Context: an optimization exercise on an open-source flow, tuned for small area. The choices shown serve that exercise and are no tape-out recipe.
Function was checked by simulation only, so behaviour that the tests miss may differ from the original.
The clock cells of runs 3 to 7 come from the design's own scripts or RTL, not from TritonCTS.
No driver is modelled on the clock port, so clock power and skew are understated where the tree is cut down; a real chip needs a root buffer or a tree.
Power is estimated from default activity; no workload was simulated.

==> flow/design.v <==
module DebouncePulse (
    input  clk,
    input  in,
    output out
);
    reg [3:0] s;
    always @(posedge clk) begin
        s[0] <= in & (~s[1] | s[2]);
        s[1] <= in & ~s[2];
        s[2] <= in & (s[2] ^ s[3]);
        s[3] <= in & ~s[0];
    end
    assign out = s[0] & s[1] & s[2];
endmodule
module UART (
    input        rst,
    input        clk,
    input        pop,       
    input  [2:0] code,      
    output       ready,
    output       tx
);
    reg [13:0] v;
    wire baud = (v == 14'h0E53);
    always @(posedge clk) begin
        if (rst)       v <= 14'd0;
        else if (baud) v <= 14'd1;
        else           v <= {v[12:0], ~(v[13] ^ v[12])};
    end
    reg [3:0] u;
    reg [2:0] cd;
    always @(posedge clk) begin
        if (rst) u <= 4'd0;
        else case (u)
            4'd0:  if (pop) u <= 4'd1;
            4'd1:  u <= 4'd2;
            4'd2:  if (baud) u <= 4'd3;
            4'd3:  if (baud) u <= 4'd4;
            4'd4:  if (baud) u <= 4'd5;
            4'd5:  if (baud) u <= 4'd6;
            4'd6:  if (baud) u <= 4'd7;
            4'd7:  if (baud) u <= 4'd8;
            4'd8:  if (baud) u <= 4'd9;
            4'd9:  if (baud) u <= 4'd10;
            4'd10: if (baud) u <= 4'd11;
            4'd11: if (baud) u <= 4'd12;
            default: u <= 4'd0;
        endcase
        if (u == 4'd0 && pop) cd <= code;
    end
    assign ready = (u == 4'd0) | (u == 4'd1);
    wire [3:0] d = (cd == 3'd5) ? 4'd8 : {1'b0, cd};
    reg txr;
    always @* case (u)
        4'd3:  txr = 1'b0;           
        4'd4:  txr = d[0];
        4'd5:  txr = d[1];
        4'd6:  txr = d[2];
        4'd7:  txr = d[3];
        4'd8, 4'd9, 4'd10, 4'd11: txr = 1'b0;
        default: txr = 1'b1;         
    endcase
    assign tx = txr;
endmodule
module PmodGYRO (
	input rst,
	input clk,
	output reg cs,
	output     sclk,
	output reg mosi,
	input      miso,
	output [15:0] data_x,
	output [15:0] data_y,
	output [15:0] data_z,
	output        valid,
	output        update
);
	reg [19:0] c;
	reg  [2:0] b;
	reg  [1:0] ph;
	reg [47:0] sr;
	reg [47:0] xyz;
	reg        vld;
	wire run = &ph;
	wire fin = run ? (&b) : b[1];
	wire e   = c[3] & c[0] & (fin ? c[19] : c[7]);
	wire carry = &c[7:0];
	always @(posedge clk) begin
		if (rst) begin
			c  <= 20'h80009;
			b  <= 3'd7;
			ph <= 2'd0;
		end else begin
			c[18:8] <= c[18:8] + {10'd0, carry};
			if (e) begin
				c[7:0] <= 8'd9;
				c[19]  <= 1'b0;
				if (fin) begin
					b <= 3'd0;
					if (!run && !b[2]) ph <= ph + 2'd1;
				end else
					b <= b + 3'd1;
			end else begin
				c[7:0] <= c[7:0] + 8'd1;
				c[19]  <= c[19] | (carry & (&c[18:8]));
			end
		end
	end
	always @(posedge clk)
		cs <= rst | (fin & (cs | ~c[0]));
	wire load = run & fin & ~cs & c[0];
	assign update = run & fin & ~cs & ~c[0];
	reg nb;
	wire [2:0] bi = run ? ((b == 3'd0) ? 3'd4 : 3'd5) : {1'b0, ph + b[1:0]};
	always @* case ({bi, c[6:4]})
		6'd2: nb = 1'b1;
		6'd12: nb = 1'b1;
		6'd13: nb = 1'b1;
		6'd14: nb = 1'b1;
		6'd15: nb = 1'b1;
		6'd18: nb = 1'b1;
		6'd21: nb = 1'b1;
		6'd27: nb = 1'b1;
		6'd32: nb = 1'b1;
		6'd33: nb = 1'b1;
		6'd34: nb = 1'b1;
		6'd36: nb = 1'b1;
		default: nb = 1'b0;
	endcase
	always @(posedge clk) begin
		if (rst)
			mosi <= 1'b0;
		else if (!fin && c[3:0] == 4'd15)
			mosi <= nb;
	end
	assign sclk = fin | c[3];
	always @(posedge clk)
		if (c[3:0] == 4'd7)
			sr <= {sr[46:0], miso};
	always @(posedge clk) begin
		if (load)
			xyz <= {sr[7:0], sr[15:8], sr[23:16], sr[31:24], sr[39:32], sr[47:40]};
		if (rst)
			vld <= 1'b0;
		else if (load)
			vld <= 1'b1;
	end
	assign data_z = xyz[47:32];
	assign data_y = xyz[31:16];
	assign data_x = xyz[15:0];
	assign valid  = vld;
endmodule
module TopGlove (
    input clk,
    input rst,
    input [1:0] sw,
    input btn_up,
    input btn_down,
    input btn_left,
    input btn_center,
    output gyro_cs,
    output gyro_sclk,
    output gyro_mosi,
    input  gyro_miso,
    output reg [15:0] LED,
    input       master_rts,
    output      master_rx,
    input       master_tx,
    output      master_cts
);
    wire up_p, down_p, left_p, center_p;
    DebouncePulse db_up(.clk(clk), .in(btn_up), .out(up_p));
    DebouncePulse db_down(.clk(clk), .in(btn_down), .out(down_p));
    DebouncePulse db_left(.clk(clk), .in(btn_left), .out(left_p));
    DebouncePulse db_center(.clk(clk), .in(btn_center), .out(center_p));
    assign master_cts = 0;
    wire [15:0] data_x, data_y, data_z;
    wire valid, update;
    PmodGYRO pgyro0 (
        .rst   (rst),
        .clk   (clk),
        .cs    (gyro_cs),
        .sclk  (gyro_sclk),
        .mosi  (gyro_mosi),
        .miso  (gyro_miso),
        .data_x(data_x),
        .data_y(data_y),
        .data_z(data_z),
        .valid (valid),
        .update(update)
    );
    reg [2:0] buffer [0:3];
    reg [1:0] head, tail;
    reg       tb;       
    wire ready;
    wire pop = ready && !master_rts && head != tail;
    UART master (
        .rst  (rst),
        .clk  (clk),
        .pop  (pop),
        .code (buffer[head]),
        .ready(ready),
        .tx   (master_rx)
    );
    wire notfull = (tail == 2'd3) || (tail + 2'd1 != head);
    wire [4:0] g = tb ? data_z[15:11] : data_y[15:11];
    wire g_neg = g[4] & ~&g[3:0];    
    wire g_pos = ~g[4] & |g[3:1];    
    reg       push;
    reg [2:0] wcode;
    always @* begin
        push = 1'b1;
        if (left_p)        wcode = 3'd4;
        else if (center_p) wcode = 3'd5;
        else if (up_p)     wcode = 3'd6;
        else if (down_p)   wcode = 3'd7;
        else begin
            wcode = {1'b0, ~tb, g_pos};
            push  = update & (g_neg | g_pos);
        end
    end
    always @(posedge clk) begin
        if (notfull && push)
            buffer[tail] <= wcode;
        if (rst) begin
            head <= 0;
            tail <= 0;
            tb   <= 0;
        end else begin
            if (pop)
                head <= head + 1;
            if (notfull && push)
                tail <= tail + 1;
            if (!notfull)
                tb <= 0;
            else if (!(left_p | center_p | up_p | down_p) && update)
                tb <= ~tb;
        end
    end
    wire sel_x = valid & ~sw[1] & ~sw[0];
    wire sel_y = valid & ~sw[1] & sw[0];
    wire sel_z = valid & sw[1];
    always @*
        LED = ({16{sel_x}} & data_x) | ({16{sel_y}} & data_y) | ({16{sel_z}} & data_z);
endmodule
==> flow/flow/run.sh <==
#!/bin/bash
# The standard layout, with three changes:
#  - synthesis maps logic with an area-oriented ABC script (flow/area.abc)
#    in place of ORFS's speed script; everything else in synthesis is as
#    standard.sh runs it;
#  - port buffers are sky130_fd_sc_hd__buf_1;
#  - the clock tree uses clkbuf_8 and no dummy loads.
set -euo pipefail
W=$(pwd)
sed "s#^  log_cmd abc {\*}\$abc_args#  set abc_args [lreplace \$abc_args 1 1 $W/flow/area.abc]\n  log_cmd abc {*}\$abc_args#" \
  "$FLOW_HOME/scripts/synth.tcl" > "$W/synth_area.tcl"
sed "s#source \$::env(SCRIPTS_DIR)/synth.tcl#source $W/synth_area.tcl#" synth_recipe.tcl > "$W/synth_recipe_area.tcl"
bash standard.sh "SYNTH_SCRIPT=$W/synth_recipe_area.tcl" \
  "BUFFER_PORTS_ARGS=-buffer_cell sky130_fd_sc_hd__buf_1" \
  "CTS_ARGS=-sink_clustering_enable -repair_clock_nets -dont_use_dummy_load -buf_list sky130_fd_sc_hd__clkbuf_8" \
  finish > standard.log 2>&1
==> flow/flow/area.abc <==
strash
dc2
dch -f
amap -m
topo
mfs3 -aez
topo
==> flow/standard.sh <==
#!/bin/bash
# synth_recipe.tcl (not shown) runs the flow's synth.tcl, then flattens the netlist and writes it again
# the make line also repeats each setting of config.mk as NAME=value (left out here)
make -C /OpenROAD-flow-scripts/flow DESIGN_CONFIG=/design/flow/config.mk WORK_HOME=/design/flow/orfs CLKGATE_MAP_FILE= SYNTH_SCRIPT=/design/flow/synth_recipe.tcl "${@:-finish}"
==> flow/config.mk <==
export PLATFORM = sky130hd
export DESIGN_NAME = TopGlove
export DESIGN_NICKNAME = TopGlove
export VERILOG_FILES = /design/flow/design.v
export SDC_FILE = /design/flow/constraint.sdc
export NUM_CORES = 4
export LEC_CHECK = 0
export CAP_MARGIN = 0
export CORE_MARGIN = 2
export CORE_UTILIZATION = 40
export CTS_BUF_LIST = sky130_fd_sc_hd__clkbuf_8
export SLEW_MARGIN = 0
==> flow/constraint.sdc <==
create_clock -name core_clock -period 10.0 [get_ports {clk}]
set_input_delay 2.0000 -clock core_clock [delete_from_list [all_inputs] [get_ports {clk}]]
set_output_delay 2.0000 -clock core_clock [all_outputs]
set_load 0.01 [all_outputs]
==> results.txt, run 1 <==
* DR WL met2 at slightly above 5000 um
* Critical path launch point type: primary input
* Cell variety after synth at 39
* Switch share at 0.244
* CP Class: primary input to output pin
* Non-Filler Instances at about 760
* Clock buffer count from CTS at 17
* Finished Core Util at 0.450
* Sw Pwr at between 300 and 400 uW
* Syn Area/Cell at about 13 um^2
* Residual DRC at 0
* Fin nets at around 570
* Max stage delay on crit path at 1.00 ns
* Post-synthesis xor/xnor area fraction at 0.00407
* Die span in y at between 100 and 150 um
* WL final at 10,700 um
* CP Max Fanout at 16
* Clock skew at between 0.02 and 0.025 ns
* Crit path DAT at around 3.7 ns
* Min Clock Period, post-route at about 5.7 ns
* Power Total at ~1.3 mW
* Pins Over Slew Limit at 0
* Crit path max-delay cell type: nor3b_2
* CTS root buf: clkbuf_8
* Initial antenna violation count at 0
* Sink Count at approximately 180
* Hold WC Path Type: flip-flop to flip-flop
* Initial DRC count at approximately 330
* Family with the most delay on the worst path: simple AND/OR/NAND/NOR gates
* WP data required at about 8 ns
* Mux cell area share after synthesis at 0
* Adder-cell share of the synthesized area at 0.0271
* Cell area power density at between 150 and 200 nW/um^2
* Fin Setup TNS at 0 ns
* Cell Area, Synth at roughly 6500 um^2
* TritonCTS clock tree: yes
* Starting Density at 0.408
* Die width at between 100 and 150 um
* Flop pwr share at 0.625
* Uppermost routed layer: met4
* Post-CTS Setup Repair Bufs at 0
* Critical path buffers and inverters at 3
* Achievable Freq at approximately 180 MHz
* Routed WL per cell at 14.1 um
* Final hold viol count at 0
* GR Util All Layers at 0.135
* Crit end category: output pin
* Cell count after synthesis at 497
* Final setup viols at 0
* Vias at between 3,000 and 4,000
* Core Region at ~16,000 um^2
* Total gr overflow at 0
* 1st-pass router iterations at 7
* Critical-path cell list: buf_1, nor3b_2, a222oi_1, clkinv_1, buf_1
* Slew margin rel. at 0.175
* Comb pwr share at 0.107
* RSZ-0062 raised after global routing: false
* Global-route wire length before repair at 17,700 um
* Worst hold margin at approximately 0.42 ns
* CTS Buffer Depth at 2
* Largest family of logic cells by synthesized area: compound AO/OA/AOI/OAI gates
* Vias in the first global route at between 3,000 and 4,000
* WL met1 at 4950 um
* Flops & latches, synth at 178
* Clock-pin slew on the worst setup and hold paths at about 0.060 ns
* Placer Congestion at about 0.8
* Simple logic cell fraction of the synthesized area at 0.0965
* Inserted Diodes at 0
* Hold_buf cts at 0
* Pint at 1.01 mW
* Skew-Pair Late Insertion Delay at between 0.4 and 0.5 ns
* Placed cells at between 700 and 800
* CP most frequent cell: buf_1
* HPWL after DPL at roughly 7000 um
* Clk network pwr share at 0.268
* Post-synthesis sequential area ratio at 0.724
* Port Buffers at 29
* Final worst path period share at 0.566
* IO Pins at 32
* Ys Warns at 4
* Max Cap Viol at 0
* Largest net degree at the start of global routing at 50
* Via density at between 5 and 6
* H-tree depth at 4
* Worst slew pin tran at roughly 1.2 ns
* Compound-Gate Fraction of Synth Area at 0.112
* Post_cts resized at 0
* Met3 wire len at between 400 and 500 um
* Die area at 17,200 um^2
* Pleak at 2.31 nW
* FP Rows at 46
* Syn_nets at between 500 and 600
* Area grow syn2layout at 10.1%
* Antenna-violating nets left at 0
* Status: timing/DRC/antenna clean
* Layout cells sized above 1 at 0.0440
* Max VDD drop at 0.0980 mV
## final timing paths
check / from / endpoint / slack, ns / cells after the start
max: sw[1] / LED[0] / 4.34 / 5
min: db_center.s[0]$_DFF_P_ / db_center.s[3]$_DFF_P_ / 0.42 / 1
max reg2reg: pgyro0.c[0]$_SDFF_PP1_ / pgyro0.c[18]$_SDFF_PP0_ / 7.38 / 15
min reg2reg: db_center.s[0]$_DFF_P_ / db_center.s[3]$_DFF_P_ / 0.42 / 1
## kinds of logic after synthesis
kind of cell    count (synthesis)
compound gates                104
xor+xnor                        3
fa+ha+maj                      14
buf+inv                        62
flops                         178
other cells                     1
simple gates                  135
## layout by cell type (no fill, tap or decap), types with 2 or more instances in the layout
master / synthesis / final
nor2b_1: 14 / 14
a211oi_1: 14 / 14
buf_4: 1 / 4
a22oi_1: 5 / 5
dfxtp_1: 67 / 67
xnor2_1: 2 / 2
nand2b_1: 2 / 2
nand3_1: 7 / 7
a221oi_1: 4 / 4
a31oi_1: 5 / 5
nand4_1: 2 / 2
buf_1: 0 / 29
ha_1: 14 / 14
nor2_1: 62 / 60
o22ai_1: 5 / 5
edfxtp_1: 111 / 111
nand2_1: 20 / 20
a222oi_1: 16 / 16
clkbuf_8: 0 / 17
o21ai_0: 19 / 19
nor4_1: 3 / 3
nor2_4: 0 / 2
a31o_1: 2 / 2
and2_0: 8 / 8
clkinv_1: 61 / 61
or2_0: 4 / 4
a21oi_1: 24 / 24
nor3_1: 7 / 7
and3_1: 5 / 5
## per-stage QoR
step           setup slack, ns  instance area, um^2
2_1_floorplan             4.66                 6460
3_3_place_gp              4.37                 6880
3_5_place_dp              4.37                 6880
4_1_cts                   4.37                 7120
5_1_grt                   4.14                 7120
6_report                  4.34                 7120
## final cells by class
type,count,area (um^2)
fillers,1456,8710
flip-flops and latches,178,4670
multi-input cells,257,1570
well taps,216,270
clock buffers,17,234
inverters,61,229
repair buffers,33,139
## registers in the layout, summed over array words and instances (netlist names), 4 cells and up
name	cells
pgyro0.sr	48
pgyro0.xyz	48
pgyro0.c	20
master.v	14
buffer	12
db_center.s	4
db_down.s	4
db_left.s	4
db_up.s	4
master.u	4
## power groups by stage
stage,Combinational [mW],Clock (mW),Sequential (mW)
floorplan,0.106,0,0.842
global placement,0.132,0,0.847
detailed placement,0.141,0,0.849
CTS,0.142,0.373,0.832
global route,0.167,0.400,0.837
finish,0.143,0.356,0.833
## cells in the mapped netlist
master     instances  area share
a2111oi_0          1      0.0014
a211oi_1          14       0.016
a21oi_1           24       0.019
a221oi_1           4      0.0054
a222oi_1          16       0.025
a22oi_1            5      0.0058
a31o_1             2      0.0027
a31oi_1            5      0.0048
a32oi_1            1      0.0014
a41o_1             1      0.0015
a41oi_1            1      0.0014
and2_0             8      0.0077
and3_1             5      0.0048
buf_4              1      0.0012
clkinv_1          61       0.035
conb_1             1     0.00058
dfxtp_1           67        0.21
edfxtp_1         111        0.52
ha_1              14       0.027
nand2_1           20       0.012
nand2b_1           2      0.0019
nand3_1            7      0.0054
nand4_1            2      0.0019
nor2_1            62       0.036
nor2b_1           14       0.014
nor3_1             7      0.0054
nor3b_1            1      0.0012
nor4_1             3      0.0029
o2111ai_1          1      0.0014
o211ai_1           1      0.0012
o21a_1             1      0.0012
o21ai_0           19       0.015
o221ai_1           1      0.0014
o22ai_1            5      0.0048
o32a_1             1      0.0015
o41ai_1            1      0.0014
or2_0              4      0.0039
xnor2_1            2      0.0027
xor2_1             1      0.0014
## metal layers
metal,track usage,vias to the layer above
met5,0,-
met4,0.0663,0
met3,0.0386,24
met2,0.215,81
met1,0.171,1863
li1,-,1902
==> run 2: changes to the inputs <==
--- a/flow/config.mk
+++ b/flow/config.mk
@@ -5,8 +5,8 @@
 export SDC_FILE = /design/flow/constraint.sdc
 export NUM_CORES = 4
 export LEC_CHECK = 0
-export CAP_MARGIN = 0
+export CAP_MARGIN = 20
 export CORE_MARGIN = 2
 export CORE_UTILIZATION = 40
 export CTS_BUF_LIST = sky130_fd_sc_hd__clkbuf_8
-export SLEW_MARGIN = 0
+export SLEW_MARGIN = 20
==> run 2 against run 1 <==
First-iteration DRC count rose by 2.4%. Largest power group unchanged. Flip-flop and latch count did not move. Largest cell class unchanged. Routed wire length rose by 0.43%. Cell area barely moved. Still clean on timing, DRC and antenna. Global-route usage barely moved. Area after synthesis did not move. Clock skew rose by 0.0026 ns. Sequential power barely moved. Maximum frequency rose by 1.7%.
==> results.txt, run 2 <==
* Antenna-violating nets left at 0
* Area grow syn2layout at 10.2%
* Hold_buf cts at 0
* Number of enable-type register cells in the synthesized netlist at around 110
* Crit. Startpoint: sw[1]
* Crit Reg-Reg Startpoint: pgyro0.c[0]$_SDFF_PP1_
* Total gr overflow at 0
* WP data required at approximately 8.0 ns
* Max Cap Viol at 0
* Vias in the first global route at ~3,700
* Ys Warns at 4
* Top post-synthesis cells by count: edfxtp_1 (111), dfxtp_1 (67), nor2_1 (62)
* Cell Area, Synth at 6460 um^2
* # fillers at between 1,000 and 1,500
* Worst hold margin at roughly 0.41 ns
* Post-CTS Setup Repair Bufs at 0
* Status: timing/DRC/antenna clean
* R2r endpoint: pgyro0.c[18]$_SDFF_PP0_
* Achievable Freq at 180 MHz
* Synth area leader: edfxtp_1
* Sink Count at 178
* Final hold viol count at 0
* CP Class: primary input to output pin
* CP Max Fanout at 16
* Non-Filler Instances at ~760
* Post_cts resized at 0
* Final setup viols at 0
* Area of the multi-input gates at roughly 1600 um^2
* WL final at ~11,000 um
* IO Pins at 32
* Port Buffers at 29
* Highest-count cells in the layout ignoring fill and taps: edfxtp_1 (111), dfxtp_1 (67), clkinv_1 (61), nor2_1 (60), buf_1 (29)
* Ys flop type: edfxtp_1
* RSZ-0062 raised after global routing: false
* Worst slew pin tran at around 1.1 ns
* CTS root buf: clkbuf_8
* Die span in y at 131 um
* Global-route wire length before repair at ~18,000 um
* GR Util All Layers at 0.135
* Syn_nets at ~520
* Slew margin rel. at 0.248
* Vias at 3,856
* Met3 Use GR at 0.0479
* Fin nets at ~570
* Pleak at around 2.3 nW
* Hold WC Path Type: flip-flop to flip-flop
* Pins Over Slew Limit at 0
* Area occupied by registers at ~4700 um^2
* Fin Setup TNS at 0 ns
* Inserted Diodes at 0
* Routed WL per cell at 14.2 um
* Placer Congestion at ~0.8
* Final worst path period share at 0.557
* Initial antenna violation count at 0
* Reg2Reg Depth at 15
* Ys async rst share at 0
* FF-to-FF setup slack at ~7.4 ns
* Worst setup endpoint: LED[0]
* Residual DRC at 0
* Crit path DAT at around 3.6 ns
* Top-count cell post-synth: edfxtp_1
* Clock buffer count from CTS at 17
* HPWL after DPL at about 7000 um
* Crit end category: output pin
* Cell count after synthesis at around 500
* Cell variety after synth at 39
* Starting Density at 0.408
* GR Layer Usage met2 at 0.215
* FP Rows at 46
* Clock-pin slew on the worst setup and hold paths at ~0.08 ns
* Placed cells at 745
* Clock skew at between 0.02 and 0.03 ns
* Synth top area share at 0.516
* Busiest grt layer: met2
* CTS Buffer Depth at 2
* Largest cells by area after synthesis: edfxtp_1 (52%), dfxtp_1 (21%), nor2_1 (3.6%)
* Layout cells sized above 1 at 0.0440
* Die area at about 17,000 um^2
* H-tree depth at 4
* Min Clock Period, post-route at about 5.6 ns
* Max VDD drop at around 0.087 mV
* Core Region at around 16,000 um^2
* 1st-pass router iterations at 5
* Die width at approximately 130 um
* Commonest non-fill, non-tap cell in the layout: edfxtp_1
* GR Util met1 at 0.171
* Post-synthesis sequential area ratio at 0.724
* Initial DRC count at between 300 and 400
* Largest net degree at the start of global routing at 50
* Critical path launch point type: primary input
* Cell area power density at between 150 and 200 nW/um^2
* Skew-Pair Late Insertion Delay at roughly 0.45 ns
* TritonCTS clock tree: yes
* Flops & latches, synth at around 180
* Syn Area/Cell at between 10 and 15 um^2
* Via density at about 5.1
* Largest regs: pgyro0.sr x48, pgyro0.xyz x48, pgyro0.c x20
[run 2: cell counts after synthesis]
Identical to the previous run, type by type.
[run 2: metal layers]
layer  vias up  share of wire  routed length [um]
li1       1909              -                   -
met1      1846           0.47                5050
met2        91           0.48                5170
met3        10          0.043                 460
met4         0          0.011                 123
met5         -              0                   0
[run 2: through the flow]
step                total power [mW]  worst slack, ns  instance area [um^2]   util
finish                          1.33             4.43                  7120  0.450
global route                    1.41             4.31                  7120  0.450
CTS                             1.35             4.47                  7120  0.450
detailed placement             0.989             4.48                  6890  0.435
global placement               0.979             4.37                  6880  0.435
floorplan                      0.948             4.66                  6460      -
[run 2: logic make-up after synthesis]
| family | share of synthesized area |
|---|---|
| flops | 0.724 |
| simple gates | 0.0965 |
| compound gates | 0.112 |
| buf+inv | 0.0366 |
| fa+ha+maj | 0.0271 |
| xor+xnor | 0.00407 |
| other cells | 0.000581 |
[run 2: area by class of cell]
type / count / share of cell area
timing repair buffer: 33 / 0.0195
sequential: 178 / 0.656
tap: 216 / 0.0379
inverter: 61 / 0.0322
clock buffer: 17 / 0.0329
multi-input combinational: 257 / 0.221
[run 2: worst min-delay path by stage]
stage	start	to	slack [ns]	cells after the start
finish	pgyro0.sr[47]$_DFFE_PN_	pgyro0.xyz[7]$_DFFE_PP_	0.41	0
global route	pgyro0.sr[47]$_DFFE_PN_	pgyro0.xyz[7]$_DFFE_PP_	0.42	0
detailed placement	db_center.s[0]$_DFF_P_	db_center.s[3]$_DFF_P_	0.41	1
global placement	db_center.s[0]$_DFF_P_	db_center.s[3]$_DFF_P_	0.39	1
floorplan	db_center.s[0]$_DFF_P_	db_center.s[3]$_DFF_P_	0.38	1
CTS	pgyro0.sr[47]$_DFFE_PN_	pgyro0.xyz[7]$_DFFE_PP_	0.42	0
[run 2: power breakdown]
part | internal, mW | total [mW] | switching, mW
logic | 0.0528 | 0.143 | 0.0900
clock network | 0.150 | 0.357 | 0.207
registers | 0.805 | 0.833 | 0.0281
[run 2: critical path, stage by stage]
cell      delay, ns
buf_1          0.18
and2_0         0.91
a222oi_1       0.23
clkinv_1       0.09
buf_1          0.15
==> run 3: changes to the inputs <==
--- a/flow/flow/run.sh
+++ b/flow/flow/run.sh
@@ -6,11 +6,13 @@
 #  - port buffers are sky130_fd_sc_hd__buf_1;
 #  - the clock tree uses clkbuf_8 and no dummy loads.
 set -euo pipefail
+export CTS_TREE_NET=clk CTS_TREE_MAX_SINKS=16 CTS_TREE_LEAF=sky130_fd_sc_hd__clkbuf_8 CTS_TREE_ROOT=sky130_fd_sc_hd__clkbuf_8
 W=$(pwd)
 sed "s#^  log_cmd abc {\*}\$abc_args#  set abc_args [lreplace \$abc_args 1 1 $W/flow/area.abc]\n  log_cmd abc {*}\$abc_args#" \
   "$FLOW_HOME/scripts/synth.tcl" > "$W/synth_area.tcl"
 sed "s#source \$::env(SCRIPTS_DIR)/synth.tcl#source $W/synth_area.tcl#" synth_recipe.tcl > "$W/synth_recipe_area.tcl"
 bash standard.sh "SYNTH_SCRIPT=$W/synth_recipe_area.tcl" \
   "BUFFER_PORTS_ARGS=-buffer_cell sky130_fd_sc_hd__buf_1" \
+  "PRE_CTS_TCL=$W/flow/cts_tree.tcl" \
   "CTS_ARGS=-sink_clustering_enable -repair_clock_nets -dont_use_dummy_load -buf_list sky130_fd_sc_hd__clkbuf_8" \
   finish > standard.log 2>&1
==> flow/flow/cts_tree.tcl (new file) <==
# Sourced before CTS (PRE_CTS_TCL). Replaces TritonCTS with a two-level
# clock tree: the flip-flops are split by recursive median bisection into
# groups of at most CTS_TREE_MAX_SINKS, each group is driven by a leaf
# buffer at its centre, and one root buffer, driven by the clock port,
# drives the leaf buffers. All flip-flops are two buffers from the port.
rename clock_tree_synthesis __triton_clock_tree_synthesis

proc cts_tree_bisect {pts maxn} {
  set n [llength $pts]
  if {$n <= $maxn} { return [list $pts] }
  set xs {}; set ys {}
  foreach p $pts { lappend xs [lindex $p 0]; lappend ys [lindex $p 1] }
  set dx [expr {[tcl::mathfunc::max {*}$xs] - [tcl::mathfunc::min {*}$xs]}]
  set dy [expr {[tcl::mathfunc::max {*}$ys] - [tcl::mathfunc::min {*}$ys]}]
  set k [expr {$dx >= $dy ? 0 : 1}]
  set s [lsort -integer -index $k $pts]
  set g [expr {($n + $maxn - 1) / $maxn}]
  set g1 [expr {$g / 2}]
  set cut [expr {int(round(double($n) * $g1 / $g))}]
  return [concat [cts_tree_bisect [lrange $s 0 [expr {$cut - 1}]] $maxn] \
                 [cts_tree_bisect [lrange $s $cut end] $maxn]]
}

proc cts_tree_place {inst x y} {
  set m [$inst getMaster]
  $inst setLocation [expr {int($x - [$m getWidth] / 2)}] [expr {int($y - [$m getHeight] / 2)}]
  $inst setPlacementStatus PLACED
}

proc clock_tree_synthesis {args} {
  set db [ord::get_db]
  set block [ord::get_db_block]
  set clk [$block findNet $::env(CTS_TREE_NET)]
  set pts {}
  foreach it [$clk getITerms] {
    set bb [[$it getInst] getBBox]
    lappend pts [list [expr {([$bb xMin] + [$bb xMax]) / 2}] \
                      [expr {([$bb yMin] + [$bb yMax]) / 2}] $it]
  }
  set groups [cts_tree_bisect $pts $::env(CTS_TREE_MAX_SINKS)]
  set leafm [$db findMaster $::env(CTS_TREE_LEAF)]
  set rootm [$db findMaster $::env(CTS_TREE_ROOT)]
  set rootnet [odb::dbNet_create $block clknet_root]
  $rootnet setSigType CLOCK
  set i 0; set sx 0.0; set sy 0.0
  foreach grp $groups {
    set cx 0.0; set cy 0.0
    foreach p $grp { set cx [expr {$cx + [lindex $p 0]}]; set cy [expr {$cy + [lindex $p 1]}] }
    set cx [expr {$cx / [llength $grp]}]; set cy [expr {$cy / [llength $grp]}]
    set net [odb::dbNet_create $block clknet_leaf_$i]
    $net setSigType CLOCK
    foreach p $grp {
      set it [lindex $p 2]
      $it disconnect
      $it connect $net
    }
    set buf [odb::dbInst_create $block $leafm clkbuf_leaf_$i]
    [$buf findITerm A] connect $rootnet
    [$buf findITerm X] connect $net
    cts_tree_place $buf $cx $cy
    puts "cts_tree: leaf $i drives [llength $grp] sinks at ([expr {int($cx)}], [expr {int($cy)}])"
    set sx [expr {$sx + $cx}]; set sy [expr {$sy + $cy}]
    incr i
  }
  set root [odb::dbInst_create $block $rootm clkbuf_root]
  [$root findITerm A] connect $clk
  [$root findITerm X] connect $rootnet
  cts_tree_place $root [expr {$sx / $i}] [expr {$sy / $i}]
  puts "cts_tree: root drives $i leaf buffers"
  global_connect
  set_propagated_clock [all_clocks]
}
==> run 3 against run 2 <==
Global-route usage shrank 1.0 points. Sequential share of layout area grew 0.51 points. Still clean on timing, DRC and antenna. Largest cell class unchanged. Flip-flop and latch count is the same. Die area is the same. Clock skew shrank 0.016 ns. Total power shrank 2.8%. Critical path type unchanged.
==> results.txt, run 3 <==
* Crit path DAT at 3.53 ns
* Total gr overflow at 0
* Antenna-violating nets left at 0
* Clock-pin slew on the worst setup and hold paths at roughly 0.08 ns
* R2r endpoint: pgyro0.c[18]$_SDFF_PP0_
* Number of enable-type register cells in the synthesized netlist at about 110
* Largest net degree at the start of global routing at 50
* Ys flop type: edfxtp_1
* Die span in y at 131 um
* Reg2Reg Depth at 15
* FP Rows at 46
* Ys Warns at 4
* Hold_buf cts at 0
* Cell Area, Synth at ~6500 um^2
* Area grow syn2layout at 9.39%
* Vias in the first global route at between 3,000 and 4,000
* Cell count after synthesis at about 500
* Layout cells sized above 1 at 0.0369
* Fin Setup TNS at 0 ns
* Final setup viols at 0
* Starting Density at 0.408
* WL final at roughly 11,000 um
* Cell area power density at roughly 180 nW/um^2
* Slew margin rel. at 0.282
* HPWL after DPL at roughly 7000 um
* Post-CTS Setup Repair Bufs at 0
* Met3 Use GR at 0.0158
* Via density at roughly 5.1
* Pleak at between 2 and 2.5 nW
* Final hold viol count at 0
* Min Clock Period, post-route at ~5.5 ns
* Residual DRC at 0
* Busiest grt layer: met2
* FF-to-FF setup slack at between 7 and 8 ns
* Top-count cell post-synth: edfxtp_1
* Area occupied by registers at around 4700 um^2
* Syn Area/Cell at roughly 13 um^2
* Placer Congestion at 0.804
* CP Class: primary input to output pin
* Synth top area share at 0.516
* Crit end category: output pin
* Max VDD drop at 0.119 mV
* Dpl cell area at a little under 7000 um^2
* Initial antenna violation count at 0
* Status: timing/DRC/antenna clean
* Critical path launch point type: primary input
* GR Util met1 at 0.170
* Final worst path period share at 0.553
* Final non-filler cell area at 7070 um^2
* Largest regs: pgyro0.sr x48, pgyro0.xyz x48, pgyro0.c x20
* Largest cells by area after synthesis: edfxtp_1 (52%), dfxtp_1 (21%), nor2_1 (3.6%)
* Post-synthesis sequential area ratio at 0.724
* Top post-synthesis cells by count: edfxtp_1 (111), dfxtp_1 (67), nor2_1 (62)
* Vias at ~3,800
* IO Pins at 32
* 1st-pass router iterations at 5
* Core Region at 15,800 um^2
* Initial DRC count at roughly 280
* Post_cts resized at 0
* Highest-count cells in the layout ignoring fill and taps: edfxtp_1 (111), dfxtp_1 (67), clkinv_1 (61), nor2_1 (60), buf_1 (29)
* RSZ-0062 raised after global routing: false
* Fin nets at between 500 and 600
* Skew-Pair Late Insertion Delay at 0.44 ns
* Worst slew pin tran at ~1.1 ns
* Worst setup endpoint: LED[10]
* Clock skew at between 0.01 and 0.015 ns
* Routed WL per cell at 14.2 um
* CP Max Fanout at 16
* Power Total at around 1.3 mW
* Syn_nets at approximately 520
* Die area at roughly 17,000 um^2
* Port Buffers at 29
* Crit Reg-Reg Startpoint: pgyro0.c[0]$_SDFF_PP1_
* Max Cap Viol at 0
* Cell variety after synth at 39
* GR Util All Layers at 0.125
* Hold WC Path Type: flip-flop to flip-flop
* Pins Over Slew Limit at 0
* Placed cells at roughly 750
* Crit. Startpoint: sw[1]
* Die width at roughly 130 um
* Inserted Diodes at 0
* Non-Filler Instances at roughly 760
* Achievable Freq at between 150 and 200 MHz
* # fillers at about 1,500
* Synth area leader: edfxtp_1
* Ys async rst share at 0
* Global-route wire length before repair at 17,600 um
* GR Layer Usage met2 at 0.217
* Flops & latches, synth at ~180
* Commonest non-fill, non-tap cell in the layout: edfxtp_1
* WP data required at around 8.0 ns
* Area of the multi-input gates at roughly 1600 um^2
-- run 3: cells by family (layout without fill, tap and decap cells) --
kind of cell / after synthesis / in the layout / share of synthesized area
DFF: 178 / 178 / 0.724
and+or+nand+nor: 135 / 135 / 0.0965
AOI/OAI and AO/OA: 104 / 104 / 0.112
buffers and inverters: 62 / 107 / 0.0366
adders and majority gates: 14 / 14 / 0.0271
xor gates and xnor gates: 3 / 3 / 0.00407
other: 1 / 1 / 0.000581
-- run 3: critical path, cell delays in order --
cell and delay (ns):
buf_1 0.18, and2_0 0.87, a222oi_1 0.22, clkinv_1 0.09, buf_1 0.15
-- run 3: routing by layer --
layer  vias to the layer above  routed length [um]  share of wire
li1                       1896                   -              -
met1                      1849                4940           0.46
met2                        72                5190           0.48
met3                        21                 456          0.042
met4                         0                 197          0.018
met5                         -                   0              0
-- run 3: worst min path at each step --
stage | start | to | cells after the start
6_report | db_center.s[0]$_DFF_P_ | db_center.s[3]$_DFF_P_ | 1
5_1_grt | db_center.s[0]$_DFF_P_ | db_center.s[3]$_DFF_P_ | 1
4_1_cts | db_center.s[0]$_DFF_P_ | db_center.s[3]$_DFF_P_ | 1
3_5_place_dp | db_center.s[0]$_DFF_P_ | db_center.s[3]$_DFF_P_ | 1
3_3_place_gp | db_center.s[0]$_DFF_P_ | db_center.s[3]$_DFF_P_ | 1
2_1_floorplan | db_center.s[0]$_DFF_P_ | db_center.s[3]$_DFF_P_ | 1
-- run 3: power by group --
| part | internal, mW | leakage, nW | switching [mW] |
|---|---|---|---|
| clock network | 0.116 | 0.0935 | 0.204 |
| registers | 0.804 | 1.55 | 0.0277 |
| logic | 0.0527 | 0.645 | 0.0894 |
-- run 3: stage by stage --
stage	worst slack, ns	util	hold slack [ns]
3_3_place_gp	4.37	0.435	0.393
2_1_floorplan	4.66	-	0.385
6_report	4.47	0.446	0.419
3_5_place_dp	4.48	0.435	0.411
5_1_grt	4.33	0.446	0.433
4_1_cts	4.47	0.446	0.424
-- run 3: area by class of cell --
cell class / count / area share
Sequential cell: 178 / 0.661
Multi-Input combinational cell: 257 / 0.223
Timing Repair Buffer: 33 / 0.0197
Tap cell: 216 / 0.0382
Inverter: 61 / 0.0324
Buffer: 13 / 0.0253
==> run 4: changes to the inputs <==
--- a/flow/flow/run.sh
+++ b/flow/flow/run.sh
@@ -6,7 +6,7 @@
 #  - port buffers are sky130_fd_sc_hd__buf_1;
 #  - the clock tree uses clkbuf_8 and no dummy loads.
 set -euo pipefail
-export CTS_TREE_NET=clk CTS_TREE_MAX_SINKS=16 CTS_TREE_LEAF=sky130_fd_sc_hd__clkbuf_8 CTS_TREE_ROOT=sky130_fd_sc_hd__clkbuf_8
+export CTS_TREE_NET=clk CTS_TREE_MAX_SINKS=20 CTS_TREE_LEAF=sky130_fd_sc_hd__clkbuf_8 CTS_TREE_ROOT=sky130_fd_sc_hd__clkbuf_4
 W=$(pwd)
 sed "s#^  log_cmd abc {\*}\$abc_args#  set abc_args [lreplace \$abc_args 1 1 $W/flow/area.abc]\n  log_cmd abc {*}\$abc_args#" \
   "$FLOW_HOME/scripts/synth.tcl" > "$W/synth_area.tcl"
==> run 4 against run 3 <==
Still clean on timing, DRC and antenna. Area after synthesis unchanged. Total power down 3.1%. Critical path depth unchanged. Critical endpoint is now LED[0]. Largest cell class unchanged. Largest power group unchanged.
==> results.txt, run 4 <==
* Pins Over Slew Limit at 0
* Max VDD drop at slightly below 0.1 mV
* Area of the multi-input gates at 1580 um^2
* Finished Core Util at 0.443
* Status: timing/DRC/antenna clean
* Slew margin rel. at 0.309
* Top post-synthesis cells by count: edfxtp_1 (111), dfxtp_1 (67), nor2_1 (62)
* 1st-pass router iterations at 5
* GR Util All Layers at 0.123
* Min-delay src: db_up.s[0]$_DFF_P_
* Die width at about 130 um
* Critical path launch point type: primary input
* Power Total at 1.25 mW
* Placer Congestion at 0.804
* Cell Area, Synth at ~6500 um^2
* Die area at 17,200 um^2
* HPWL after DPL at roughly 7000 um
* Cell area power density at approximately 180 nW/um^2
* Vias in the first global route at ~3,700
* Worst hold margin at 0.423 ns
* Core Region at about 16,000 um^2
* Final WS setup at 4.49 ns
* Inserted Diodes at 0
* Synth area leader: edfxtp_1
* # fillers at about 1,500
* Commonest non-fill, non-tap cell in the layout: edfxtp_1
* Final setup viols at 0
* WL final at 10,600 um
* Largest cells by area after synthesis: edfxtp_1 (52%), dfxtp_1 (21%), nor2_1 (3.6%)
* Flops & latches, synth at approximately 180
* Post_cts resized at 0
* Crit end category: output pin
* Post-CTS Setup Repair Bufs at 0
* CP Max Fanout at 16
* Cell count after synthesis at about 500
* Area occupied by registers at roughly 4700 um^2
* WP data required at roughly 8.0 ns
* Syn_nets at 522
* Final worst path period share at 0.551
* Cell variety after synth at 39
* Min Clock Period, post-route at about 5.5 ns
* Initial DRC count at 309
* Syn Area/Cell at 13.0 um^2
* Die span in y at around 130 um
* Layout cells sized above 1 at 0.0315
* Fin nets at around 570
* Fin Setup TNS at 0 ns
* Crit. Startpoint: sw[1]
* Hold_buf cts at 0
* Top-count cell post-synth: edfxtp_1
* Residual DRC at 0
* Via density at 5.05
* Crit path DAT at 3.51 ns
* Number of enable-type register cells in the synthesized netlist at 111
* Skew-Pair Late Insertion Delay at between 0.5 and 0.6 ns
* Routed WL per cell at roughly 14 um
* Synth top area share at 0.516
* Global-route wire length before repair at ~17,000 um
* Max Cap Viol at 0
* RSZ-0062 raised after global routing: false
* Total gr overflow at 0
* Initial antenna violation count at 1
* Achievable Freq at ~180 MHz
* Clock skew at around 0.016 ns
* Clock-pin slew on the worst setup and hold paths at about 0.11 ns
* CP Class: primary input to output pin
* Vias at roughly 3,800
* Worst slew pin tran at between 1 and 1.5 ns
* Crit Reg-Reg Startpoint: pgyro0.c[0]$_SDFF_PP1_
* Area grow syn2layout at 8.66%
* Starting Density at 0.408
* Port Buffers at 29
* Highest-count cells in the layout ignoring fill and taps: edfxtp_1 (111), dfxtp_1 (67), clkinv_1 (61), nor2_1 (60), buf_1 (29)
* Post-synthesis sequential area ratio at 0.724
* Ys Warns at 4
* Pleak at around 2.3 nW
* Dpl ws at around 4.5 ns
* Largest regs: pgyro0.sr x48, pgyro0.xyz x48, pgyro0.c x20
* FP Rows at 46
* Hold WC Path Type: flip-flop to flip-flop
* Largest net degree at the start of global routing at 50
* Ys async rst share at 0
* Antenna-violating nets left at 0
* Final hold viol count at 0
* IO Pins at 32
* Ys flop type: edfxtp_1
run 4: cell counts after synthesis:
No cell type changed its count.
run 4: area by class of cell:
| cell class | instances | share of cell area |
|---|---|---|
| Multi-Input combinational cell | 257 | 0.224 |
| Inverter | 61 | 0.0326 |
| Buffer | 10 | 0.0187 |
| Timing Repair Buffer | 33 | 0.0198 |
| Tap cell | 216 | 0.0385 |
| Sequential cell | 178 | 0.666 |
run 4: path summary, 6_finish.rpt:
| check | to | depth (start not counted) | slack [ns] |
|---|---|---|---|
| setup / recovery | LED[0] | 5 | 4.49 |
| hold / removal | db_up.s[3]$_DFF_P_ | 1 | 0.42 |
| setup reg to reg | pgyro0.c[18]$_SDFF_PP0_ | 15 | 7.40 |
| hold reg to reg | db_up.s[3]$_DFF_P_ | 1 | 0.42 |
run 4: critical path, stage by stage:
cell	delay, ns
buf_1	0.17
and2_0	0.84
a222oi_1	0.25
clkinv_1	0.09
buf_1	0.15
run 4: logic make-up after synthesis:
family,synth area share
compound gates,0.112
simple gates,0.0965
flops,0.724
buf+inv,0.0366
fa+ha+maj,0.0271
other cells,0.000581
xor+xnor,0.00407
run 4: routing by layer:
| layer | share of wire | vias to the layer above | GRT usage |
|---|---|---|---|
| met5 | 0.0011 | - | 0 |
| met4 | 0.018 | 2 | 0.0263 |
| met3 | 0.034 | 22 | 0.0142 |
| met2 | 0.48 | 59 | 0.214 |
| met1 | 0.47 | 1837 | 0.167 |
| li1 | - | 1889 | - |
run 4: where the power goes:
group	leakage, nW	total [mW]	switching (mW)	internal (mW)
Sequential	1.55	0.832	0.0279	0.804
Clock	0.0693	0.279	0.194	0.0853
Combinational	0.645	0.143	0.0899	0.0528
run 4: through the flow:
stage	cells	cell area [um^2]
floorplan	497	6460
global placement	745	6880
detailed placement	745	6890
CTS	755	7020
global route	755	7020
finish	755	7020
==> run 5: changes to the inputs <==
--- a/flow/flow/run.sh
+++ b/flow/flow/run.sh
@@ -6,7 +6,7 @@
 #  - port buffers are sky130_fd_sc_hd__buf_1;
 #  - the clock tree uses clkbuf_8 and no dummy loads.
 set -euo pipefail
-export CTS_TREE_NET=clk CTS_TREE_MAX_SINKS=20 CTS_TREE_LEAF=sky130_fd_sc_hd__clkbuf_8 CTS_TREE_ROOT=sky130_fd_sc_hd__clkbuf_4
+export CTS_TREE_NET=clk CTS_TREE_MAX_SINKS=30 CTS_TREE_LEAF=sky130_fd_sc_hd__clkbuf_16 CTS_TREE_ROOT=sky130_fd_sc_hd__clkbuf_4
 W=$(pwd)
 sed "s#^  log_cmd abc {\*}\$abc_args#  set abc_args [lreplace \$abc_args 1 1 $W/flow/area.abc]\n  log_cmd abc {*}\$abc_args#" \
   "$FLOW_HOME/scripts/synth.tcl" > "$W/synth_area.tcl"
==> run 5 against run 4 <==
Sequential share of layout area is 0.25 points lower. Via count is 0.63% lower. Clock skew is 0.0073 ns lower. Critical path depth stayed put. Still clean on timing, DRC and antenna. Critical path type unchanged. Maximum frequency is 0.23% lower.
==> results.txt, run 5 <==
* Clock-pin slew on the worst setup and hold paths at 0.11 ns
* Clk network pwr share at 0.239
* Layout cells sized above 1 at 0.0261
* Sw Pwr at ~310 uW
* Fin Setup TNS at 0 ns
* Cell area power density at 182 nW/um^2
* Switch share at 0.244
* Commonest non-fill, non-tap cell in the layout: edfxtp_1
* Skew-Pair Late Insertion Delay at between 0.5 and 0.6 ns
* Syn_nets at 522
* Reg2Reg Depth at 15
* Comb pwr share at 0.111
* Power Total at about 1.3 mW
* Achievable Freq at between 150 and 200 MHz
* Vias at between 3,000 and 4,000
* Residual DRC at 0
* R2r endpoint: pgyro0.c[18]$_SDFF_PP0_
* Pleak at 2.27 nW
* 1st-pass router iterations at 5
* RSZ-0062 raised after global routing: false
* Flops & latches, synth at between 150 and 200
* Ys Warns at 4
* Pins Over Slew Limit at 0
* Worst slew pin tran at between 1 and 1.5 ns
* Antenna-violating nets left at 0
* Cell Area, Synth at 6460 um^2
* Final worst path period share at 0.552
* WP data required at approximately 8 ns
* CP Class: primary input to output pin
* Final hold viol count at 0
* Core Region at 15,800 um^2
* Crit path max-delay cell type: and2_0
* Initial DRC count at 309
* Min-delay src: db_up.s[0]$_DFF_P_
* Max stage delay on crit path at about 0.88 ns
* Largest regs: pgyro0.sr x48, pgyro0.xyz x48, pgyro0.c x20
* Final setup viols at 0
* FF-to-FF setup slack at approximately 7.4 ns
* Highest-count cells in the layout ignoring fill and taps: edfxtp_1 (111), dfxtp_1 (67), clkinv_1 (61), nor2_1 (60), buf_1 (29)
* Pint at 969 uW
* FP Rows at 46
* Ys async rst share at 0
* Clock skew at about 0.0087 ns
* Flop pwr share at 0.650
* Die width at about 130 um
* Synth top area share at 0.516
* Critical path launch point type: primary input
* Hold_buf cts at 0
* Crit Reg-Reg Startpoint: pgyro0.c[0]$_SDFF_PP1_
* Ys flop type: edfxtp_1
* Hold WC Path Type: flip-flop to flip-flop
* Cell count after synthesis at 497
* Post-CTS Setup Repair Bufs at 0
* Top post-synthesis cells by count: edfxtp_1 (111), dfxtp_1 (67), nor2_1 (62)
* Placer Congestion at roughly 0.8
* Die area at 17,200 um^2
* Syn Area/Cell at ~13 um^2
* CP Max Fanout at 16
* Total gr overflow at 0
* Global-route wire length before repair at 17,300 um
* Max VDD drop at roughly 0.15 mV
* CP most frequent cell: buf_1
* Cell variety after synth at 39
* Die span in y at between 100 and 150 um
* Critical-path cell list: buf_1, and2_0, a222oi_1, clkinv_1, buf_1
* Crit end category: output pin
* Status: timing/DRC/antenna clean
* Number of enable-type register cells in the synthesized netlist at roughly 110
* IO Pins at 32
* Fin nets at roughly 560
* Largest cells by area after synthesis: edfxtp_1 (52%), dfxtp_1 (21%), nor2_1 (3.6%)
* WHS Endpoint: db_up.s[3]$_DFF_P_
* Vias in the first global route at between 3,000 and 4,000
* Min Clock Period, post-route at around 5.5 ns
* Starting Density at 0.408
* Inserted Diodes at 0
* Crit path DAT at approximately 3.5 ns
* Synth area leader: edfxtp_1
* GR Util All Layers at 0.122
* Post_cts resized at 0
* WL final at 10,600 um
* Initial antenna violation count at 1
* Post-synthesis sequential area ratio at 0.724
* Via density at slightly above 5
* Hold Path Depth at 1
* Routed WL per cell at roughly 14 um
* Max Cap Viol at 0
* Area grow syn2layout at 9.06%
* Port Buffers at 29
* HPWL after DPL at between 6000 and 7000 um
* Slew margin rel. at 0.274
* Top-count cell post-synth: edfxtp_1
* Largest net degree at the start of global routing at 50
run 5: cell counts after synthesis:
Identical to the previous run, type by type.
run 5: power by group through the flow:
stage	logic, mW	registers, mW	clock network [mW]
6_report	0.142	0.832	0.307
5_1_grt	0.166	0.837	0.346
4_1_cts	0.142	0.832	0.321
3_5_place_dp	0.141	0.849	0
3_3_place_gp	0.132	0.847	0
2_1_floorplan	0.106	0.842	0
run 5: per-layer routing:
metal | track usage | vias to the layer above | share of wire
li1 | - | 1883 | -
met1 | 0.170 | 1827 | 0.47
met2 | 0.213 | 56 | 0.48
met3 | 0.0114 | 17 | 0.032
met4 | 0.0225 | 2 | 0.017
met5 | 0 | - | 0.0011
run 5: cells by family (layout without fill, tap and decap cells):
logic type,Yosys count,in the layout,synth area share
flops,178,178,0.724
simple gates,135,135,0.0965
compound gates,104,104,0.112
buf+inv,62,101,0.0366
fa+ha+maj,14,14,0.0271
xor+xnor,3,3,0.00407
other cells,1,1,0.000581
run 5: final cells by class:
cell class	instances	area, um^2
Buffer	7	158
Fill cell	1463	8780
Inverter	61	229
Multi-Input combinational cell	257	1580
Sequential cell	178	4670
Tap cell	216	270
Timing Repair Buffer	33	139
run 5: worst max-delay path by stage:
stage / start / end / slack (ns) / cells past startpoint
after floorplan: sw[1] / LED[3] / 4.66 / 3
after global placement: sw[1] / LED[3] / 4.37 / 5
after detailed placement: sw[1] / LED[0] / 4.48 / 5
after CTS: sw[1] / LED[0] / 4.47 / 5
after global routing: sw[1] / LED[0] / 4.33 / 5
final: sw[1] / LED[10] / 4.48 / 5
run 5: worst max-delay path: cells and delay by family:
family	cells	cell delay [ns]
compound gates	1	0.22
buf+inv	3	0.42
simple gates	1	0.88
run 5: stage by stage:
step | instances | hold WS (ns) | cell area, um^2 | util | setup WS (ns)
after CTS | 752 | 0.426 | 7050 | 0.445 | 4.47
after global placement | 745 | 0.393 | 6880 | 0.435 | 4.37
after global routing | 752 | 0.436 | 7050 | 0.445 | 4.33
after floorplan | 497 | 0.385 | 6460 | - | 4.66
final | 752 | 0.422 | 7050 | 0.445 | 4.48
after detailed placement | 745 | 0.411 | 6890 | 0.435 | 4.48
==> run 6: changes to the inputs <==
--- a/flow/flow/run.sh
+++ b/flow/flow/run.sh
@@ -6,7 +6,7 @@
 #  - port buffers are sky130_fd_sc_hd__buf_1;
 #  - the clock tree uses clkbuf_8 and no dummy loads.
 set -euo pipefail
-export CTS_TREE_NET=clk CTS_TREE_MAX_SINKS=30 CTS_TREE_LEAF=sky130_fd_sc_hd__clkbuf_16 CTS_TREE_ROOT=sky130_fd_sc_hd__clkbuf_4
+export CTS_TREE_NET=clk CTS_TREE_MAX_SINKS=18 CTS_TREE_LEAF=sky130_fd_sc_hd__clkbuf_8 CTS_TREE_ROOT=sky130_fd_sc_hd__clkbuf_4
 W=$(pwd)
 sed "s#^  log_cmd abc {\*}\$abc_args#  set abc_args [lreplace \$abc_args 1 1 $W/flow/area.abc]\n  log_cmd abc {*}\$abc_args#" \
   "$FLOW_HOME/scripts/synth.tcl" > "$W/synth_area.tcl"
==> run 6 against run 5 <==
Area after synthesis is the same. Utilization shrank 0.063 points. Combinational power is essentially flat. Synthesized cell count is the same. Clock power shrank 5%. Cell area shrank 0.14%. Die area is the same. Register-to-register slack is essentially flat. Global-route usage grew 0.096 points. Worst setup slack lost 0.018 ns. Total power shrank 1.1%.
==> results.txt, run 6 <==
* Status: timing/DRC/antenna clean
* Family with the most delay on the worst path: simple AND/OR/NAND/NOR gates
* Crit path DAT at approximately 3.5 ns
* Final non-filler cell area at 7040 um^2
* Uppermost routed layer: met4
* Max VDD drop at 0.0936 mV
* Initial DRC count at about 330
* Clock skew at approximately 0.013 ns
* Worst slew pin tran at approximately 1.1 ns
* Critical-path cell list: buf_1, and2_0, a222oi_1, clkinv_1, buf_1
* Commonest non-fill, non-tap cell in the layout: edfxtp_1
* Post_cts resized at 0
* Fin nets at between 500 and 600
* Max stage delay on crit path at slightly below 0.9 ns
* Hold_buf cts at 0
* Simple logic cell fraction of the synthesized area at 0.0965
* Synth area leader: edfxtp_1
* CP Class: primary input to output pin
* Slew margin rel. at 0.289
* WP depth at 5
* Area grow syn2layout at 8.91%
* Ys Warns at 4
* Skew-Pair Late Insertion Delay at 0.54 ns
* Pleak at 2.27 nW
* Largest family of logic cells by synthesized area: compound AO/OA/AOI/OAI gates
* Cell area power density at around 180 nW/um^2
* Compound-Gate Fraction of Synth Area at 0.112
* Final WS setup at roughly 4.5 ns
* Adder-cell share of the synthesized area at 0.0271
* Antenna-violating nets left at 0
* Cell variety after synth at 39
* Dpl cell area at 6890 um^2
* Syn Area/Cell at roughly 13 um^2
* Non-Filler Instances at ~760
* CP most frequent cell: buf_1
* Top-count cell post-synth: edfxtp_1
* Fin Setup TNS at 0 ns
* Ys flop type: edfxtp_1
* Cell Area, Synth at 6460 um^2
* Final setup viols at 0
* Reg2Reg Depth at 15
* Layout cells sized above 1 at 0.0333
* Top post-synthesis cells by count: edfxtp_1 (111), dfxtp_1 (67), nor2_1 (62)
* Largest cells by area after synthesis: edfxtp_1 (52%), dfxtp_1 (21%), nor2_1 (3.6%)
* IO Pins at 32
* Flops & latches, synth at about 180
* Post-synthesis sequential area ratio at 0.724
* Global-route wire length before repair at approximately 17,000 um
* GR Util All Layers at 0.123
* Via density at between 5 and 6
* Critical path buffers and inverters at 3
* Hold WC Path Type: flip-flop to flip-flop
* HPWL after DPL at 6960 um
* WP data required at approximately 8.0 ns
* Die span in y at between 100 and 150 um
* RSZ-0062 raised after global routing: false
* Met3 wire len at 384 um
* Critical path launch point type: primary input
* Core Region at ~16,000 um^2
* Achievable Freq at ~180 MHz
* Vias at about 3,800
* Cell count after synthesis at roughly 500
* Number of enable-type register cells in the synthesized netlist at ~110
* Placed cells at between 700 and 800
* Die area at between 15,000 and 20,000 um^2
* Placer Congestion at about 0.80
* WL final at roughly 11,000 um
* CP Max Fanout at 16
* Port Buffers at 29
* Crit end category: output pin
* Ys async rst share at 0
* Die width at between 100 and 150 um
* Worst hold margin at roughly 0.42 ns
* Total gr overflow at 0
* Largest net degree at the start of global routing at 50
* Max Cap Viol at 0
* Clock-pin slew on the worst setup and hold paths at 0.10 ns
* Syn_nets at 522
* Final hold viol count at 0
* Largest regs: pgyro0.sr x48, pgyro0.xyz x48, pgyro0.c x20
* Final worst path period share at 0.554
* Post-CTS Setup Repair Bufs at 0
* 1st-pass router iterations at 6
* Mux cell area share after synthesis at 0
* Min Clock Period, post-route at approximately 5.5 ns
* WL met1 at a little over 5000 um
* Vias in the first global route at ~3,700
* Starting Density at 0.408
* Synth top area share at 0.516
* Initial antenna violation count at 1
* FP Rows at 46
* Routed WL per cell at roughly 14 um
* DR WL met2 at ~5000 um
* Hold Path Depth at 1
* Highest-count cells in the layout ignoring fill and taps: edfxtp_1 (111), dfxtp_1 (67), clkinv_1 (61), nor2_1 (60), buf_1 (29)
* Post-synthesis xor/xnor area fraction at 0.00407
* Residual DRC at 0
* Dpl ws at 4.48 ns
* Crit path max-delay cell type: and2_0
* Pins Over Slew Limit at 0
==> run 6: cell counts after synthesis <==
Identical to the previous run, type by type.
==> run 6: worst register-to-register path: stages (launching register included) <==
cell      delay (ns)
dfxtp_1         0.41
ha_1            0.18
nand2_1         0.11
nor2_1          0.18
nand2_1         0.09
nor2_1          0.12
nand2_1         0.12
nor2_1          0.12
ha_1            0.18
ha_1            0.15
clkinv_1        0.07
nor2_1          0.13
nand2_1         0.09
nor2_1          0.23
a31oi_1         0.13
a211oi_1        0.18
==> run 6: path summary, 6_finish.rpt <==
check | slack, ns | to | start
worst max-delay path | 4.46 | LED[0] | sw[1]
worst min-delay path | 0.42 | db_up.s[3]$_DFF_P_ | db_up.s[0]$_DFF_P_
worst max register to register | 7.41 | pgyro0.c[18]$_SDFF_PP0_ | pgyro0.c[0]$_SDFF_PP1_
worst min register to register | 0.42 | db_up.s[3]$_DFF_P_ | db_up.s[0]$_DFF_P_
==> run 6: final cells by class <==
cell class,instances,area [um^2]
inverter,61,229
sequential,178,4670
multi-input combinational,257,1580
timing repair buffer,33,139
tap,216,270
buffer,11,145
antenna,1,2.50
fill,1471,8790
==> run 6: report_power, final <==
part	switching [mW]	total [mW]	leakage, nW	internal (mW)
sequential	0.0278	0.832	1.55	0.804
clock	0.199	0.293	0.0765	0.0935
combinational	0.0895	0.142	0.645	0.0526
==> run 6: kinds of logic (layout without fill, tap and decap cells) <==
logic type               after synthesis  count (layout)
flip-flops                           178             178
AND/OR/NAND/NOR                      135             135
AO/OA/AOI/OAI                        104             104
buffers and inverters                 62             105
adder cells (fa/ha/maj)               14              14
XOR/XNOR                               3               3
other                                  1               2
==> run 6: metal layers <==
| metal | track usage | vias to the layer above |
|---|---|---|
| met3 | 0.0138 | 21 |
| met5 | 0 | - |
| li1 | - | 1895 |
| met1 | 0.168 | 1826 |
| met4 | 0.0307 | 0 |
| met2 | 0.212 | 63 |
==> run 6: metrics by stage <==
| stage | util | power, mW |
|---|---|---|
| 2_1_floorplan | - | 0.948 |
| 3_3_place_gp | 0.435 | 0.979 |
| 3_5_place_dp | 0.435 | 0.989 |
| 4_1_cts | 0.444 | 1.28 |
| 5_1_grt | 0.444 | 1.33 |
| 6_report | 0.445 | 1.27 |
==> run 7: changes to the inputs <==
--- a/flow/flow/run.sh
+++ b/flow/flow/run.sh
@@ -6,7 +6,7 @@
 #  - port buffers are sky130_fd_sc_hd__buf_1;
 #  - the clock tree uses clkbuf_8 and no dummy loads.
 set -euo pipefail
-export CTS_TREE_NET=clk CTS_TREE_MAX_SINKS=18 CTS_TREE_LEAF=sky130_fd_sc_hd__clkbuf_8 CTS_TREE_ROOT=sky130_fd_sc_hd__clkbuf_4
+export CTS_TREE_NET=clk CTS_TREE_MAX_SINKS=36 CTS_TREE_LEAF=sky130_fd_sc_hd__clkbuf_16 CTS_TREE_ROOT=sky130_fd_sc_hd__clkbuf_4
 W=$(pwd)
 sed "s#^  log_cmd abc {\*}\$abc_args#  set abc_args [lreplace \$abc_args 1 1 $W/flow/area.abc]\n  log_cmd abc {*}\$abc_args#" \
   "$FLOW_HOME/scripts/synth.tcl" > "$W/synth_area.tcl"
==> run 7 against run 6 <==
Hold slack better by 0.0033 ns. First-iteration DRC count rose by 8.8%. Utilization down 0.095 points. Maximum frequency rose by 0.97%.
==> results.txt, run 7 <==
* Status: timing/DRC/antenna clean
* Vias in the first global route at about 3,600
* Top post-synthesis cells by count: edfxtp_1 (111), dfxtp_1 (67), nor2_1 (62)
* Largest cells by area after synthesis: edfxtp_1 (52%), dfxtp_1 (21%), nor2_1 (3.6%)
* Cell variety after synth at 39
* Crit Reg-Reg Startpoint: pgyro0.c[0]$_SDFF_PP1_
* Core Region at 15,800 um^2
* Antenna-violating nets left at 0
* WP data required at 8.00 ns
* Finished Core Util at 0.444
* Critical path launch point type: primary input
* Total gr overflow at 0
* Highest-count cells in the layout ignoring fill and taps: edfxtp_1 (111), dfxtp_1 (67), clkinv_1 (61), nor2_1 (60), buf_1 (29)
* Synth top area share at 0.516
* Crit end category: output pin
* Top-count cell post-synth: edfxtp_1
* Commonest non-fill, non-tap cell in the layout: edfxtp_1
* Final hold viol count at 0
* Routed WL per cell at 14.0 um
* Inserted Diodes at 0
* Max VDD drop at roughly 0.15 mV
* Residual DRC at 0
* Ys flop type: edfxtp_1
* Clock-pin slew on the worst setup and hold paths at ~0.12 ns
* Post_cts resized at 0
* Die area at between 15,000 and 20,000 um^2
* Final worst path period share at 0.549
* Global-route wire length before repair at between 15,000 and 20,000 um
* Die width at around 130 um
* 1st-pass router iterations at 5
* Crit path DAT at 3.49 ns
* Achievable Freq at around 180 MHz
* R2r endpoint: pgyro0.c[18]$_SDFF_PP0_
* # fillers at between 1,000 and 1,500
* Max Cap Viol at 0
* Initial antenna violation count at 1
* Flops & latches, synth at 178
* RSZ-0062 raised after global routing: false
* Area of the multi-input gates at 1580 um^2
* Final WS setup at 4.51 ns
* GR Util All Layers at 0.122
* Min-delay src: db_up.s[0]$_DFF_P_
* Critical path buffers and inverters at 3
* IO Pins at 32
* Syn Area/Cell at 13.0 um^2
* Largest regs: pgyro0.sr x48, pgyro0.xyz x48, pgyro0.c x20
* Post-synthesis sequential area ratio at 0.724
* Cell count after synthesis at 497
* Cell area power density at roughly 180 nW/um^2
* WHS Endpoint: db_up.s[3]$_DFF_P_
* FF-to-FF setup slack at approximately 7.4 ns
* Clock skew at 0.0113 ns
* Fin Setup TNS at 0 ns
* CP Max Fanout at 16
* Worst slew pin tran at 1.06 ns
* Area grow syn2layout at 8.68%
* Ys Warns at 4
* Reg2Reg Depth at 15
* Final setup viols at 0
* Port Buffers at 29
* Hold Path Depth at 1
* Dpl ws at ~4.5 ns
* Crit path max-delay cell type: and2_0
* CP most frequent cell: buf_1
* Skew-Pair Late Insertion Delay at between 0.4 and 0.5 ns
* Initial DRC count at 360
* Pins Over Slew Limit at 0
* Min Clock Period, post-route at ~5.5 ns
* WL final at 10,600 um
* Largest net degree at the start of global routing at 50
* Cell Area, Synth at between 6000 and 7000 um^2
* Post-CTS Setup Repair Bufs at 0
* Pleak at 2.26 nW
* Starting Density at 0.408
* Critical-path cell list: buf_1, and2_0, a222oi_1, clkinv_1, buf_1
* Syn_nets at 522
* FP Rows at 46
* Family with the most delay on the worst path: simple AND/OR/NAND/NOR gates
* Number of enable-type register cells in the synthesized netlist at approximately 110
* Fin nets at about 560
* Ys async rst share at 0
* Vias at about 3,800
* Worst hold margin at ~0.42 ns
* Hold WC Path Type: flip-flop to flip-flop
* Layout cells sized above 1 at 0.0243
* Slew margin rel. at 0.294
* WP depth at 5
* Area occupied by registers at 4670 um^2
* CP Class: primary input to output pin
* Via density at between 5 and 6
* Synth area leader: edfxtp_1
* Die span in y at roughly 130 um
* Hold_buf cts at 0
* HPWL after DPL at 6960 um
* Placer Congestion at 0.804
* Max stage delay on crit path at 0.86 ns
==> run 7: cell counts after synthesis <==
No cell type changed its count.
==> run 7: how the worst max path moves through the flow <==
| stage | from | end | slack (ns) |
|---|---|---|---|
| 6_report | sw[1] | LED[14] | 4.51 |
| 5_1_grt | sw[1] | LED[0] | 4.33 |
| 4_1_cts | sw[1] | LED[0] | 4.47 |
| 3_5_place_dp | sw[1] | LED[0] | 4.48 |
| 3_3_place_gp | sw[1] | LED[3] | 4.37 |
| 2_1_floorplan | sw[1] | LED[3] | 4.66 |
==> run 7: per-stage QoR <==
step	power, mW	instances	instance area (um^2)
after floorplan	0.948	497	6460
after global placement	0.979	745	6880
after detailed placement	0.989	745	6890
after CTS	1.27	751	7020
after global routing	1.33	751	7020
final	1.26	751	7020
==> run 7: cell families after synthesis <==
| logic type | count (synthesis) | synth area share |
|---|---|---|
| other cells | 1 | 0.000581 |
| compound gates | 104 | 0.112 |
| buf+inv | 62 | 0.0366 |
| flops | 178 | 0.724 |
| fa+ha+maj | 14 | 0.0271 |
| simple gates | 135 | 0.0965 |
| xor+xnor | 3 | 0.00407 |
==> run 7: routing by layer <==
layer | wire length (um) | global-route usage | vias to the layer above | part of all wire
met2 | 5070 | 0.212 | 53 | 0.48
li1 | - | - | 1889 | -
met5 | 12 | 0 | - | 0.0011
met1 | 4980 | 0.172 | 1816 | 0.47
met3 | 360 | 0.0122 | 13 | 0.034
met4 | 126 | 0.0169 | 2 | 0.012
==> run 7: power breakdown <==
group          leakage [nW]  total, mW  switching (mW)  internal [mW]
logic                 0.645      0.142          0.0892         0.0527
clock network        0.0662      0.286           0.191         0.0956
registers              1.55      0.832          0.0280          0.804
total                  2.26       1.26           0.308          0.953
==> run 7: layout make-up <==
| type | instances | area share |
|---|---|---|
| flip-flops and latches | 178 | 0.666 |
| multi-input cells | 257 | 0.224 |
| well taps | 216 | 0.0385 |
| inverters | 61 | 0.0326 |
| repair buffers | 33 | 0.0198 |
| plain buffers | 6 | 0.0189 |
==> run 7: worst register-to-register path, cell delays in order (launching register included) <==
cell and delay, ns:
dfxtp_1 0.42, ha_1 0.19, nand2_1 0.11, nor2_1 0.18, nand2_1 0.09, nor2_1 0.12, nand2_1 0.12, nor2_1 0.12
ha_1 0.17, ha_1 0.15, clkinv_1 0.07, nor2_1 0.14, nand2_1 0.09, nor2_1 0.23, a31oi_1 0.13, a211oi_1 0.18

[port drivers added, routing unchanged]
How much do the figures lean on ideal ports? The routed layouts below were timed once more, with nothing changed but the port constraints.
Step 1 sets driving cells, clkbuf_16 on the clock port and buf_2 on the other inputs (assumed; they add their load-dependent delay and slew).
Step 2 adds t to the input delays and takes it off the output delays; t is the mean of the earliest and latest rising clock arrival at the registers after step 1. Input paths then give back, and output paths get back, about the clock's delay inside the block.
Three values: no drivers, after step 1, after step 2; two values: the first two.
run | t, ns | slack for setup (ns) | hold WS [ns] | worst slew at a driven data input, ns | cell pins on the clock port's net
run 1 | 0.474 | 4.338 / 4.313 / 4.313 | 0.416 / 0.416 / 0.416 | 0.03 | 1
run 2 | 0.474 | 4.433 / 4.404 / 4.404 | 0.412 / 0.412 / 0.412 | 0.03 | 1
run 3 | 0.465 | 4.474 / 4.446 / 4.446 | 0.419 / 0.419 / 0.419 | 0.03 | 1
run 4 | 0.541 | 4.488 / 4.458 / 4.458 | 0.423 / 0.423 / 0.423 | 0.03 | 1
run 5 | 0.542 | 4.475 / 4.447 / 4.447 | 0.422 / 0.422 / 0.422 | 0.03 | 1
run 6 | 0.563 | 4.457 / 4.427 / 4.427 | 0.421 / 0.421 / 0.421 | 0.03 | 1
run 7 | 0.513 | 4.510 / 4.481 / 4.481 | 0.424 / 0.424 / 0.424 | 0.03 | 1
After both steps setup and hold are still met in every run listed.
